From an optimization exercise on the open Yosys and OpenROAD flow, aimed at small area, a short achievable clock period and few clock cycles per item; shortcuts taken in it are not production practice. Only simulation tests tie the RTL to the original design; equivalence was not proved. Power is estimated from default activity; no workload was simulated.

==> flow/design.v (outline; a module is shown in full before it is edited, if it fits) <==
// module multiplier32FP: 121 lines
// module mul24_cs: 1635 lines
// module fa_cell: 4 lines
// module booth_sel: 3 lines
// module ha_cell: 4 lines
module multiplier32FP (
	input  logic        clk,
	input  logic        rst_n,
	input  logic        start_i,
	input  logic [31:0] a_i,
	input  logic [31:0] b_i,
	output logic        done_o,
	output logic        nan_o,
	output logic        infinit_o,
	output logic        overflow_o,
	output logic        underflow_o,
	output logic [31:0] product_o
);
  // ...
==> flow/run.sh <==
#!/bin/bash
# synth_recipe.tcl (not shown) runs the flow's synth.tcl, then flattens the netlist and writes it again
# the make line also repeats each setting of config.mk as NAME=value (left out here)
make -C /OpenROAD-flow-scripts/flow DESIGN_CONFIG=/design/flow/config.mk WORK_HOME=/design/flow/orfs CLKGATE_MAP_FILE= SYNTH_SCRIPT=/design/flow/synth_recipe.tcl finish
==> flow/config.mk <==
export PLATFORM = sky130hd
export DESIGN_NAME = multiplier32FP
export DESIGN_NICKNAME = multiplier32FP
export VERILOG_FILES = /design/flow/design.v
export SDC_FILE = /design/flow/constraint.sdc
export NUM_CORES = 4
export LEC_CHECK = 0
export CAP_MARGIN = 20
export CORE_MARGIN = 2
export CORE_UTILIZATION = 40
export PLACE_DENSITY = 0.6
export SLEW_MARGIN = 20
export SYNTH_HIERARCHICAL = 1
==> flow/constraint.sdc <==
create_clock -name core_clock -period 15.0 [get_ports {clk}]
set_input_delay 3.0000 -clock core_clock [delete_from_list [all_inputs] [get_ports {clk}]]
set_output_delay 3.0000 -clock core_clock [all_outputs]
set_load 0.01 [all_outputs]
==> metrics.yaml, run 1 <==
die:
  die_x_um: 256
  core-area_um2: 63000
  rows: 92
  start_util: 0.404
global_route:
  grt_most_used_layer: "met2"
  globalRouteTotalUtil: 0.265
  antenna_found_initial: 1
setup_path:
  arrival_ns: 9.91
  endpoint: "vsh_r[0]"
detailed_routing:
  avgRoutedWirePerCell_um: 24.8
  viasPerCell: 6.26
job:
  cap_violations: 0
yosys:
  yosys.area.top_type: "fa_1"
  yosys.area_share.adder: 0.260
power_and_ir_drop:
  swShare: 0.563
  p_leak_nw: 9.61
placement:
  io_buffers: 103
timing:
  slew_viol_final: 0
  fin_tns_setup_ns: 0
cells_and_area:
  largest_cell_class: "multi-input combinational cells"
  final-instance-count-excl-fill: 3578
  inv_count: 82
clock_tree:
  cts_buffers: 17
  cts_tree: "built"
outcome:
  run_status: "no timing/DRC/antenna violations"
Testbench counts, summed over its fixed seeds: cycles 3,200, ops 3,200.
==> run 2, diff against run 1 <==
==> flow/flow/run.sh (new file) <==
#!/bin/bash
# Own layout flow: the standard ORFS flow (standard.sh), unchanged except
# that the input and output ports are buffered with buf_4 cells instead of the
# default port-buffer choice. Each make step writes its own log under
# orfs/logs; the make output as a whole goes to standard.log.
set -euo pipefail
export BUFFER_PORTS_ARGS="-buffer_cell sky130_fd_sc_hd__buf_4"
bash standard.sh > standard.log 2>&1
==> flow/standard.sh (new file) <==
#!/bin/bash
# synth_recipe.tcl (not shown) runs the flow's synth.tcl, then flattens the netlist and writes it again
# the make line also repeats each setting of config.mk as NAME=value (left out here)
make -C /OpenROAD-flow-scripts/flow DESIGN_CONFIG=/design/flow/config.mk WORK_HOME=/design/flow/orfs CLKGATE_MAP_FILE= SYNTH_SCRIPT=/design/flow/synth_recipe.tcl "${@:-finish}"
removed: flow/run.sh
==> metrics.yaml, run 2 <==
cells_and_area:
  antennaDiodeCount: 0  # was 1
  drive_gt1_frac: 0.218  # was 0.195
  final_area_um2: 27400  # was 27800 um2
  final-seq-area_um2: 2390  # unchanged
  reg_top3: "c_r x48, s_r x48, sum3_r x10"  # unchanged
  layout_commonest_cell: "xnor2_1"  # unchanged
  multi_input_area_um2: 21900  # about the same
  nFillCells: 6105  # was 6038
  fin_nets: 3114  # was 3148
  final_cell_mix: "xnor2_1 (328), a22oi_2 (301), fa_1 (275)"  # unchanged
  syn_to_final_growth_pct: 7.82  # was 9.50%
yosys:
  yosys.area_share.adder: 0.260  # unchanged
  post_synth.cell_area_avg_um2: 9.44  # unchanged
  async_flop_share: 0.00840  # unchanged
  synthXorXnorAreaFrac: 0.125  # unchanged
  yosysMostFrequentCell: "xnor2_1"  # unchanged
  synth_enable_flop_cells: 0  # unchanged
  synth.top_cell.area_share: 0.217  # unchanged
  ys_ff_latch: 119  # unchanged
  synth.area.top_cells: "fa_1 (22%), a22oi_2 (15%), xnor2_1 (11%)"  # unchanged
  netlist_area_um2: 25400  # unchanged
  synth_top_family_by_area: "compound AO/OA/AOI/OAI gates"  # unchanged
  yosys.area.top_type: "fa_1"  # unchanged
  synthMuxAreaShare: 0.0309  # unchanged
  yosys_warnings: 7  # unchanged
  synth.yosys.seq_area_share: 0.0940  # unchanged
  synth_cells: 2691  # unchanged
  synth_common_cells: "xnor2_1 (328), a22oi_2 (301), fa_1 (275)"  # unchanged
  synth_compound_area_frac: 0.313  # unchanged
  synthSimpleGateAreaFrac: 0.120  # unchanged
  synth-main-ff-cell: "dfxtp_1"  # unchanged
  yosysUniqueCellTypes: 114  # unchanged
die:
  core-area_um2: 63000  # unchanged
  die_x_um: 256  # unchanged
  rows: 92  # unchanged
  die-area_um2: 65500  # unchanged
  pin_count: 104  # unchanged
  start_util: 0.404  # unchanged
  die_y_um: 256  # unchanged
global_route:
  globalRouteTotalUtil: 0.267  # was 0.265
  grt_pass1_wl_um: 138000  # was 137000 um
  antenna_found_initial: 0  # was 1
  first_global_vias: 22600  # was 22700
  grt_remaining_overflow: 0  # unchanged
  grt_start_max_net_pins: 56  # was 55
timing:
  relSlewSlack: 0.272  # was 0.229
  fin_tns_setup_ns: 0  # unchanged
  worstMarginPinSlew_ns: 1.08  # was 1.16 ns
  setup_viol: 0  # unchanged
  fin_crit_ns: 9.31  # was 9.64 ns
  hold_viol_final: 0  # unchanged
  slew_viol_final: 0  # unchanged
  fin_hold_ws_ns: 2.33  # was 2.70 ns
  fmax_mhz: 107  # was 104 MHz
  rsz0062_at_grt: "false"  # unchanged
  fin_crit_sh: 0.621  # was 0.643
job:
  cap_violations: 0  # unchanged
detailed_routing:
  dr.pass1.iters: 6  # unchanged
  num_vias: 22300  # was 22400
  wirelength_um: 89300  # was 88600 um
  route.detailed.drc: 0  # unchanged
  drtIter0Drc: 2320  # was 2252
  ant_nets: 0  # unchanged
  avgRoutedWirePerCell_um: 25.2  # was 24.8 um
  viasPerCell: 6.30  # was 6.26
clock_tree:
  clkTransAtPathRegs_ns: 0.06  # was 0.07 ns
  cts_tree: "built"  # unchanged
  postCtsSetupBuffers: 0  # unchanged
  root_buffer: "clkbuf_16"  # unchanged
  cts_buffers: 17  # unchanged
  htree_levels: 4  # unchanged
  post_cts_resized: 0  # unchanged
  postCtsHoldBufs: 0  # unchanged
  clkSinkCount: 119  # unchanged
  cts_buffer_depth: 2  # unchanged
setup_path:
  crit_path_start_kind: "primary input"  # unchanged
  crit_fanout: 28  # unchanged
  crit_buf_inv: 2  # unchanged
  cp_num_cells: 28  # unchanged
  max_stage_delay_ns: 0.88  # was 0.70 ns
  critPathKind: "in -> reg"  # unchanged
  crit_required_ns: 15.28  # was 15.27 ns
  cp_top_family: "compound AO/OA/AOI/OAI gates"  # unchanged
  crit_start: "a_i[14]"  # unchanged
  slowest_stage: "o21bai_2"  # was o32ai_1
  arrival_ns: 9.58  # was 9.91 ns
  crit_path_end_kind: "flop"  # unchanged
placement:
  globalplace.congestion: 0.960  # was 0.963
  io_buffers: 103  # unchanged
  place_area_um2: 26700  # was 27200 um2
  dpl.hpwl_um: 67700  # was 66700 um
power_and_ir_drop:
  ir_worst_vdd_mv: 0.121  # was 0.112 mV
  p_per_area_nw_per_um2: 281  # was 278 nW/um2
  total_power_mw: 7.69  # was 7.74 mW
  p_leak_nw: 9.54  # was 9.61 nW
hold_path:
  hold_path.class: "in -> async"  # unchanged
outcome:
  run_status: "no timing/DRC/antenna violations"  # unchanged
==> run 2: cell counts after synthesis <==
No cell type changed its count.
==> run 2: per-module statistics from Yosys, one instance, submodules excluded <==
module          flops+latches  cell area, um2  cells  times used
mul24_cs                    0            1300    191           1
multiplier32FP            119           12200   1614           1
ha_cell                     0            12.5      1          22
fa_cell                     0            20.0      1         264
booth_sel                   0            21.3      2         300
==> run 2: worst max-delay path by stage <==
| stage | to | slack, ns |
|---|---|---|
| after CTS | overflow_o | 5.85 |
| after global placement | vsh_r[0] | 5.48 |
| after global routing | vsh_r[0] | 5.33 |
| final | vsh_r[0] | 5.69 |
| after floorplan | c_r[27] | 5.52 |
| after detailed placement | vsh_r[0] | 5.45 |
==> run 2: routing by layer <==
layer	up-vias	part of all wire	global-route usage
met4	0	0.032	0.0811
li1	9858	-	-
met3	178	0.067	0.0268
met5	-	0	0
met1	11200	0.44	0.373
met2	1077	0.46	0.437
==> run 2: final cells by class <==
type                    count  area share
clock inverters            15     0.00644
clock buffers              17      0.0155
repair buffers            146      0.0416
well taps                 846      0.0386
multi-input cells        2319       0.799
inverters                  82      0.0112
flip-flops and latches    119      0.0872
==> run 2: logic make-up after synthesis <==
logic type | after synthesis
mux | 68
buf+inv | 277
xor+xnor | 361
other cells | 1
flops | 119
fa+ha+maj | 362
simple gates | 603
compound gates | 900
==> run 2: per-stage QoR <==
stage	std cells	setup slack [ns]	utilization
2_1_floorplan	2715	5.52	-
3_3_place_gp	3509	5.48	0.424
6_report	3544	5.69	0.435
4_1_cts	3541	5.85	0.434
5_1_grt	3544	5.33	0.435
3_5_place_dp	3509	5.45	0.424
==> run 2: where the power goes <==
part / switching [mW] / leakage (nW) / total (mW) / internal, mW
clock network: 0.156 / 0.290 / 0.417 / 0.261
logic: 4.16 / 8.25 / 6.70 / 2.55
registers: 0.0533 / 1.00 / 0.565 / 0.512
total: 4.37 / 9.54 / 7.69 / 3.32

==> static timing again, ports no longer ideal <==
The results above use ideal ports. As a check the final layouts listed here were re-extracted and re-timed, cells and wires unchanged. Step 1: set_driving_cell puts a clkbuf_16 on clk and a buf_2 on each other input, an assumption about the parent block. Step 2 also shifts input and output timing later by t, the mid clock arrival at the registers, as if the neighbouring blocks saw the same clock. Slacks: no drivers / after step 1 / after step 2; pairs: no drivers / after step 1.
run | t (ns) | setup slack, ns | hold slack, ns
run 1 | 0.478 | 5.359 / 5.390 / 4.912 | 2.705 / 2.669 / 3.147
run 2 | 0.481 | 5.691 / 5.726 / 5.245 | 2.328 / 2.298 / 2.779
After both steps setup and hold are still met in every run listed. The setup slack of run 1, which loses most, moves by +0.031 ns with the drivers and by -0.447 ns with both steps.
